Background: an optimization exercise with open tools, aiming at small area, a short achievable clock period and few clock cycles per item. Do not read the settings as production practice.
Where RTL was checked, it was by simulation tests only, not by an equivalence proof against the original.
Power is estimated from default activity; no workload was simulated.

==> flow/design.v <==
module mux(R1, R2, R3, R4, R5, R6, R7, RegAddr, RegOut);
	input [15:0]R1, R2, R3, R4, R5, R6, R7;
	input [2:0]RegAddr;
	output reg [15:0]RegOut;
  always@(*)
  begin
    case(RegAddr)
      3'b001: RegOut = R1;
      3'b010: RegOut = R2;
      3'b011: RegOut = R3;
      3'b100: RegOut = R4;
      3'b101: RegOut = R5;
      3'b110: RegOut = R6;
      3'b111: RegOut = R7;
      default: RegOut = 16'd0;    
    endcase
  end
endmodule
module BancoRegistradores(clock, reset, data, address, write, R1, R2, R3, R4, R5, R6, R7);
	input clock, reset;    
	input [15:0] data;
	input write;
	input [2:0] address;
	output reg [15:0] R1, R2, R3, R4, R5, R6, R7;
	wire [15:0] d0 = data & {16{~reset}};                   
	wire [15:0] d1 = {d0[15:1], data[0] | reset};           
	wire [15:0] d2 = {d0[15:2], data[1] | reset, d0[0]};    
	wire [7:0] sel = {7'd0, write} << address;
	always @(posedge clock)
	begin
		if(reset | sel[1]) R1 <= d1;
		if(reset | sel[2]) R2 <= d1;
		if(reset | sel[3]) R3 <= d1;
		if(reset | sel[4]) R4 <= d2;
		if(reset | sel[5]) R5 <= d0;
		if(reset | sel[6]) R6 <= d1;
		if(reset | sel[7]) R7 <= d0;
	end
endmodule
module FilaInstrucao(clock, reset, inValid, inInstr, inReady, idle,
                     valid, instrOut, stall, busyNext, weNext, dstNext, evNext);
  input clock, reset, inValid;
  input [15:0] inInstr;
  input stall;          
  input busyNext;       
  input weNext;         
  input [2:0] dstNext;  
  input evNext;         
  output reg inReady;
  output reg idle;
  output reg valid;
  output reg [12:0] instrOut;
  wire take = ~valid | ~stall;
  wire validNext = ~take | inValid;
  wire [12:0] irNext = take ? inInstr[12:0] : instrOut;
  wire hazNext = (irNext[3:0] == 4'b0101) & weNext &
                 ((irNext[9:7] == dstNext) | (irNext[6:4] == dstNext));
  wire stallNext = busyNext | hazNext;
  always @(posedge clock)
  begin
    if(reset)
    begin
      valid <= 1'b0;
      inReady <= 1'b1;
      idle <= 1'b0;       
    end
    else
    begin
      valid <= validNext;
      inReady <= ~validNext | ~stallNext;
      idle <= ~validNext & ~evNext;
    end
    if(take)
      instrOut <= inInstr[12:0];
  end
endmodule
module UnidadeFuncional(clock, reset, adv, loadValid, loadDiv, loadOp, loadDst,
                        Yin, Xin, trivial, prepA, prepRem, prepCnt,
                        busy, busyNext, weNext, dstNext, evNext, we, dst, result);
	input clock, reset;
	input adv, loadValid, loadDiv;
	input [1:0] loadOp;
	input [2:0] loadDst;
	input [15:0] Yin, Xin;
	input trivial;
	input [15:0] prepA, prepRem;
	input [3:0] prepCnt;
	output busy, busyNext, weNext, evNext, we;
	output [2:0] dstNext;
	output reg [2:0] dst;
	output reg [15:0] result;
	localparam ADD = 3'd0, SUB = 3'd1, MUL = 3'd2, MOV = 3'd3, ITER = 3'd4;
	reg ev;
	reg [2:0] op;
	reg [3:0] cnt;
	reg [15:0] A, B, rem;
	wire isIter = (op == ITER);
	wire last = (cnt == 4'd1);
	wire done = ev & (~isIter | last);
	assign busy = ev & isIter & ~last;
	assign we = done;
	wire prep = adv & loadDiv;
	wire longDiv = loadDiv & ~trivial;
	wire [2:0] loadOpE = loadDiv ? (trivial ? MOV : ITER) : {1'b0, loadOp};
	assign evNext = adv ? loadValid : (ev & ~done);
	assign busyNext = adv ? (loadValid & longDiv) : (ev & isIter & (cnt > 4'd2));
	assign weNext = adv ? (loadValid & ~longDiv) : (ev & isIter & (cnt == 4'd2));
	assign dstNext = adv ? loadDst : dst;
	wire sub = op[0];
	wire [16:0] sumW = {A, 1'b1} + {B ^ {16{sub}}, sub};
	wire [15:0] prod;
	multiplicador mul(A, B, prod);
	wire [16:0] t1 = {rem, A[15]};
	wire [16:0] d1 = t1 - {1'b0, B};
	wire q1 = ~d1[16];
	wire [15:0] r1 = q1 ? d1[15:0] : t1[15:0];
	wire [16:0] t2 = {r1, A[14]};
	wire [16:0] d2 = t2 - {1'b0, B};
	wire q2 = ~d2[16];
	wire [15:0] r2 = q2 ? d2[15:0] : t2[15:0];
	wire [15:0] shifted = {A[13:0], q1, q2};
	always @(*)
	begin
		case(op)
			ADD, SUB: result = sumW[16:1];
			MUL: result = prod;
			MOV: result = A;
			default: result = shifted;
		endcase
	end
	always @(posedge clock)
	begin
		if(reset)
			ev <= 1'b0;
		else
			ev <= evNext;
		if(adv)
		begin
			op <= loadOpE;
			dst <= loadDst;
			B <= Xin;
		end
		A <= prep ? prepA : (adv ? Yin : shifted);
		rem <= prep ? prepRem : r2;
		cnt <= prep ? prepCnt : cnt - 4'd1;
	end
endmodule
module multiplicador(a, b, p);
	input [15:0] a, b;
	output [15:0] p;
	wire [16:0] bx = {b, 1'b0};
	reg [15:0] row [0:8];
	reg [15:0] m;
	reg neg;
	reg [7:0] negs;
	integer k;
	always @(*)
	begin
		for(k = 0; k < 8; k = k + 1)
		begin
			case(bx[2*k +: 3])
				3'b000, 3'b111: begin m = 16'd0; neg = 1'b0; end
				3'b001, 3'b010: begin m = a; neg = 1'b0; end
				3'b011:         begin m = {a[14:0], 1'b0}; neg = 1'b0; end
				3'b100:         begin m = ~{a[14:0], 1'b0}; neg = 1'b1; end
				default:        begin m = ~a; neg = 1'b1; end
			endcase
			row[k] = m << (2*k);
			negs[k] = neg;
		end
		for(k = 1; k < 8; k = k + 1)
			row[k][2*k-2] = negs[k-1];
		row[8] = {1'b0, negs[7], 14'd0};
	end
	function [31:0] csa;    
		input [15:0] x, y, z;
		reg [15:0] s, c;
		begin
			s = x ^ y ^ z;
			c = (x & y) | (x & z) | (y & z);
			csa = {c[14:0], 1'b0, s};
		end
	endfunction
	wire [31:0] l1a = csa(row[0], row[1], row[2]);
	wire [31:0] l1b = csa(row[3], row[4], row[5]);
	wire [31:0] l1c = csa(row[6], row[7], row[8]);
	wire [31:0] l2a = csa(l1a[15:0], l1a[31:16], l1b[15:0]);
	wire [31:0] l2b = csa(l1b[31:16], l1c[15:0], l1c[31:16]);
	wire [31:0] l3 = csa(l2a[15:0], l2a[31:16], l2b[15:0]);
	wire [31:0] l4 = csa(l3[15:0], l3[31:16], l2b[31:16]);
	assign p = l4[15:0] + l4[31:16];
endmodule
module estacaoReserva(ir, irValid, busy, R1, R2, R3, R4, R5, R6, R7,
                      we, dst, result, stall, adv, newValid, newDiv, newOp, newY, newX,
                      trivial, prepA, prepRem, prepCnt);
   input [12:0] ir;
   input irValid, busy;
   input [15:0] R1, R2, R3, R4, R5, R6, R7;
   input we;
   input [2:0] dst;
   input [15:0] result;
   output stall, adv, newValid, newDiv;
   output [1:0] newOp;
   output [15:0] newY, newX;
   output trivial;
   output reg [15:0] prepA, prepRem;
   output reg [3:0] prepCnt;
   wire [2:0] rz = ir[12:10];
   wire [2:0] ry = ir[9:7];
   wire [2:0] rx = ir[6:4];
   wire [3:0] opc = ir[3:0];
   wire isArith = (opc == 4'b0000 || opc == 4'b0001 || opc == 4'b0100 || opc == 4'b0101);
   wire [15:0] regY, regX;
   mux SelecRy(R1, R2, R3, R4, R5, R6, R7, ry, regY);
   mux SelecRx(R1, R2, R3, R4, R5, R6, R7, rx, regX);
   wire fwdY = we & (dst == ry);
   wire fwdX = we & (dst == rx);
   assign newY = fwdY ? result : regY;
   assign newX = fwdX ? result : regX;
   assign newValid = isArith & (rz != 3'd0);
   assign newDiv = (opc == 4'b0101);
   assign newOp = {opc[2], opc[0]};    
   assign stall = busy | (newDiv & (fwdY | fwdX));
   assign adv = irValid & ~stall;
   wire [15:0] y = regY;
   wire [15:0] x = regX;
   wire xz = (x == 16'd0);
   wire x1 = (x == 16'd1);
   wire lt0 = (y < x);
   wire lt4 = (x[15:12] != 4'd0) | (y[15:4] < x[11:0]);
   wire lt8 = (x[15:8] != 8'd0) | (y[15:8] < x[7:0]);
   wire lt12 = (x[15:4] != 12'd0) | (y[15:12] < x[3:0]);
   assign trivial = xz | x1 | lt0;
   always @(*)
   begin
      if(trivial)
      begin
         prepA = xz ? 16'hFFFF : (x1 ? y : 16'd0);
         prepRem = 16'd0;
         prepCnt = 4'd0;
      end
      else if(lt4)
      begin
         prepA = {y[3:0], 12'd0};
         prepRem = {4'd0, y[15:4]};
         prepCnt = 4'd2;
      end
      else if(lt8)
      begin
         prepA = {y[7:0], 8'd0};
         prepRem = {8'd0, y[15:8]};
         prepCnt = 4'd4;
      end
      else if(lt12)
      begin
         prepA = {y[11:0], 4'd0};
         prepRem = {12'd0, y[15:12]};
         prepCnt = 4'd6;
      end
      else
      begin
         prepA = y;
         prepRem = 16'd0;
         prepCnt = 4'd8;
      end
   end
endmodule
module CDB(clock, reset, instr_valid, instr, instr_ready, idle,
           R1, R2, R3, R4, R5, R6, R7);
  input clock, reset, instr_valid;
  input [15:0] instr;
  output instr_ready, idle;
  output [15:0] R1, R2, R3, R4, R5, R6, R7;
  wire        irValid;
  wire [12:0] ir;
  wire        busy, busyNext, weNext, evNext;
  wire [2:0]  dstNext;
  wire        stall, adv, newValid, newDiv;
  wire [1:0]  newOp;
  wire [15:0] newY, newX;
  wire        trivial;
  wire [15:0] prepA, prepRem;
  wire [3:0]  prepCnt;
  wire        we;
  wire [2:0]  dst;
  wire [15:0] result;
  FilaInstrucao fila(clock, reset, instr_valid, instr, instr_ready, idle,
                     irValid, ir, stall, busyNext, weNext, dstNext, evNext);
  estacaoReserva operandos(ir, irValid, busy, R1, R2, R3, R4, R5, R6, R7,
                           we, dst, result, stall, adv, newValid, newDiv, newOp, newY, newX,
                           trivial, prepA, prepRem, prepCnt);
  UnidadeFuncional uf(clock, reset, adv, newValid, newDiv, newOp, ir[12:10],
                      newY, newX, trivial, prepA, prepRem, prepCnt,
                      busy, busyNext, weNext, dstNext, evNext, we, dst, result);
  reg resetRF;
  always @(posedge clock)
    resetRF <= reset;
  BancoRegistradores banco(clock, resetRF, result, dst, we,
                           R1, R2, R3, R4, R5, R6, R7);
endmodule
module pratica3(clock, reset, instr_valid, instr, instr_ready, idle,
                R1, R2, R3, R4, R5, R6, R7);
	input clock, reset;
	input instr_valid;
	input [15:0] instr;
	output instr_ready, idle;
	output [15:0] R1, R2, R3, R4, R5, R6, R7;
	CDB cdb(clock, reset, instr_valid, instr, instr_ready, idle,
	        R1, R2, R3, R4, R5, R6, R7);
endmodule
clock: 33.0 ns
lec_check: 0
cap_margin: 20
core_margin: 2
core_utilization: 65
slew_margin: 20
standard.sh (not shown) runs the stock make flow with config.mk's settings and CLKGATE_MAP_FILE= SYNTH_SCRIPT=/design/flow/synth_recipe.tcl, a recipe that flattens the netlist after the stock synthesis.
==> flow/flow/run.sh <==
#!/bin/bash
# The standard layout with two changes:
#  - ABC maps the logic with delay-targeted area recovery (map -D, then
#    buffering and gate sizing to the same target) instead of the default
#    speed script, which sizes every path for minimum delay;
#  - the port buffers are sky130_fd_sc_hd__buf_2 cells rather than the delay
#    buffers buffer_ports picks by default.
# Synthesis is otherwise ORFS's (synth_recipe.tcl, unchanged), so the
# registers and their names are the standard synthesis's.
set -euo pipefail
work=$PWD
rm -rf "$work/scripts"
cp -r "$FLOW_HOME/scripts" "$work/scripts"
cp "$work/flow/abc_area.script" "$work/scripts/abc_area.script"
bash standard.sh SCRIPTS_DIR="$work/scripts" ABC_AREA=1 \
  BUFFER_PORTS_ARGS="-buffer_cell sky130_fd_sc_hd__buf_2" finish > standard.log 2>&1
==> flow/flow/abc_area.script <==
strash
dch
map -D 5000 -B 0.9
topo
stime -c
buffer -c
upsize -c -D 5000
dnsize -c -D 5000
Testbench counts at the start, summed over its fixed seeds: cycles 13,239, items 12,000.
Then changed:
--- a/flow/design.v
+++ b/flow/design.v
@@ -90,13 +90,14 @@
 	output reg [2:0] dst;
 	output reg [15:0] result;
 	localparam ADD = 3'd0, SUB = 3'd1, MUL = 3'd2, MOV = 3'd3, ITER = 3'd4;
 	reg ev;
 	reg [2:0] op;
 	reg [3:0] cnt;
-	reg [15:0] A, B, rem;
+	reg [15:0] A, Bn, rem;    
+	wire [15:0] B = ~Bn;
 	wire isIter = (op == ITER);
 	wire last = (cnt == 4'd1);
 	wire done = ev & (~isIter | last);
 	assign busy = ev & isIter & ~last;
 	assign we = done;
 	wire prep = adv & loadDiv;
@@ -135,13 +136,13 @@
 		else
 			ev <= evNext;
 		if(adv)
 		begin
 			op <= loadOpE;
 			dst <= loadDst;
-			B <= Xin;
+			Bn <= ~Xin;
 		end
 		A <= prep ? prepA : (adv ? Yin : shifted);
 		rem <= prep ? prepRem : r2;
 		cnt <= prep ? prepCnt : cnt - 4'd1;
 	end
 endmodule
@@ -224,21 +225,22 @@
    assign adv = irValid & ~stall;
    wire [15:0] y = regY;
    wire [15:0] x = regX;
    wire xz = (x == 16'd0);
    wire x1 = (x == 16'd1);
    wire lt0 = (y < x);
+   wire lt1 = x[15] | (y[15:1] < x[14:0]);    
    wire lt4 = (x[15:12] != 4'd0) | (y[15:4] < x[11:0]);
    wire lt8 = (x[15:8] != 8'd0) | (y[15:8] < x[7:0]);
    wire lt12 = (x[15:4] != 12'd0) | (y[15:12] < x[3:0]);
-   assign trivial = xz | x1 | lt0;
+   assign trivial = xz | x1 | lt1;
    always @(*)
    begin
       if(trivial)
       begin
-         prepA = xz ? 16'hFFFF : (x1 ? y : 16'd0);
+         prepA = xz ? 16'hFFFF : (x1 ? y : {15'd0, ~lt0});
          prepRem = 16'd0;
          prepCnt = 4'd0;
       end
       else if(lt4)
       begin
          prepA = {y[3:0], 12'd0};
After rerunning: The new run produced a clean layout. Via count went up by 1.9%. Critical path depth rises by 32. Worst hold slack improves by 0.018 ns. Die area rises by 1.4%. Cell count goes up by about 2%. Routed wire length came out higher by about 3.3%. Power is lower by about 5.5%. Design area is higher by about 1.1%. Clock power fell by about 4%. Sequential share of layout area falls by 0.33 points. Non-clock buffer count came out higher by 3. Flip-flop and latch count stays the same. Clock skew is about the same.
The RTL of the second run of this note was laid out without a check of its function.

-- static timing again, ports no longer ideal --
In the flow no input, the clock included, has a driving cell. The finished layouts below were timed again as built, in two steps. Step 1, drivers: a clkbuf_16 drives clock and a buf_2 each remaining input, both assumed. Step 2 also shifts input and output timing later by t, the mid clock arrival at the registers, as if the neighbouring blocks saw the same clock. a / b / c = ideal ports / drivers / drivers and shift; a / b = the first two.
run	t (ns)	setup WS [ns]	pins driven straight from the clock port
the first run	0.500	25.298 / 25.250 / 24.997	1
the second run	0.500	24.531 / 24.531 / 24.531	1
After both steps every run listed still meets setup and hold. The setup slack of the first run, which loses most, moves by -0.048 ns with the drivers and by -0.301 ns with both steps.
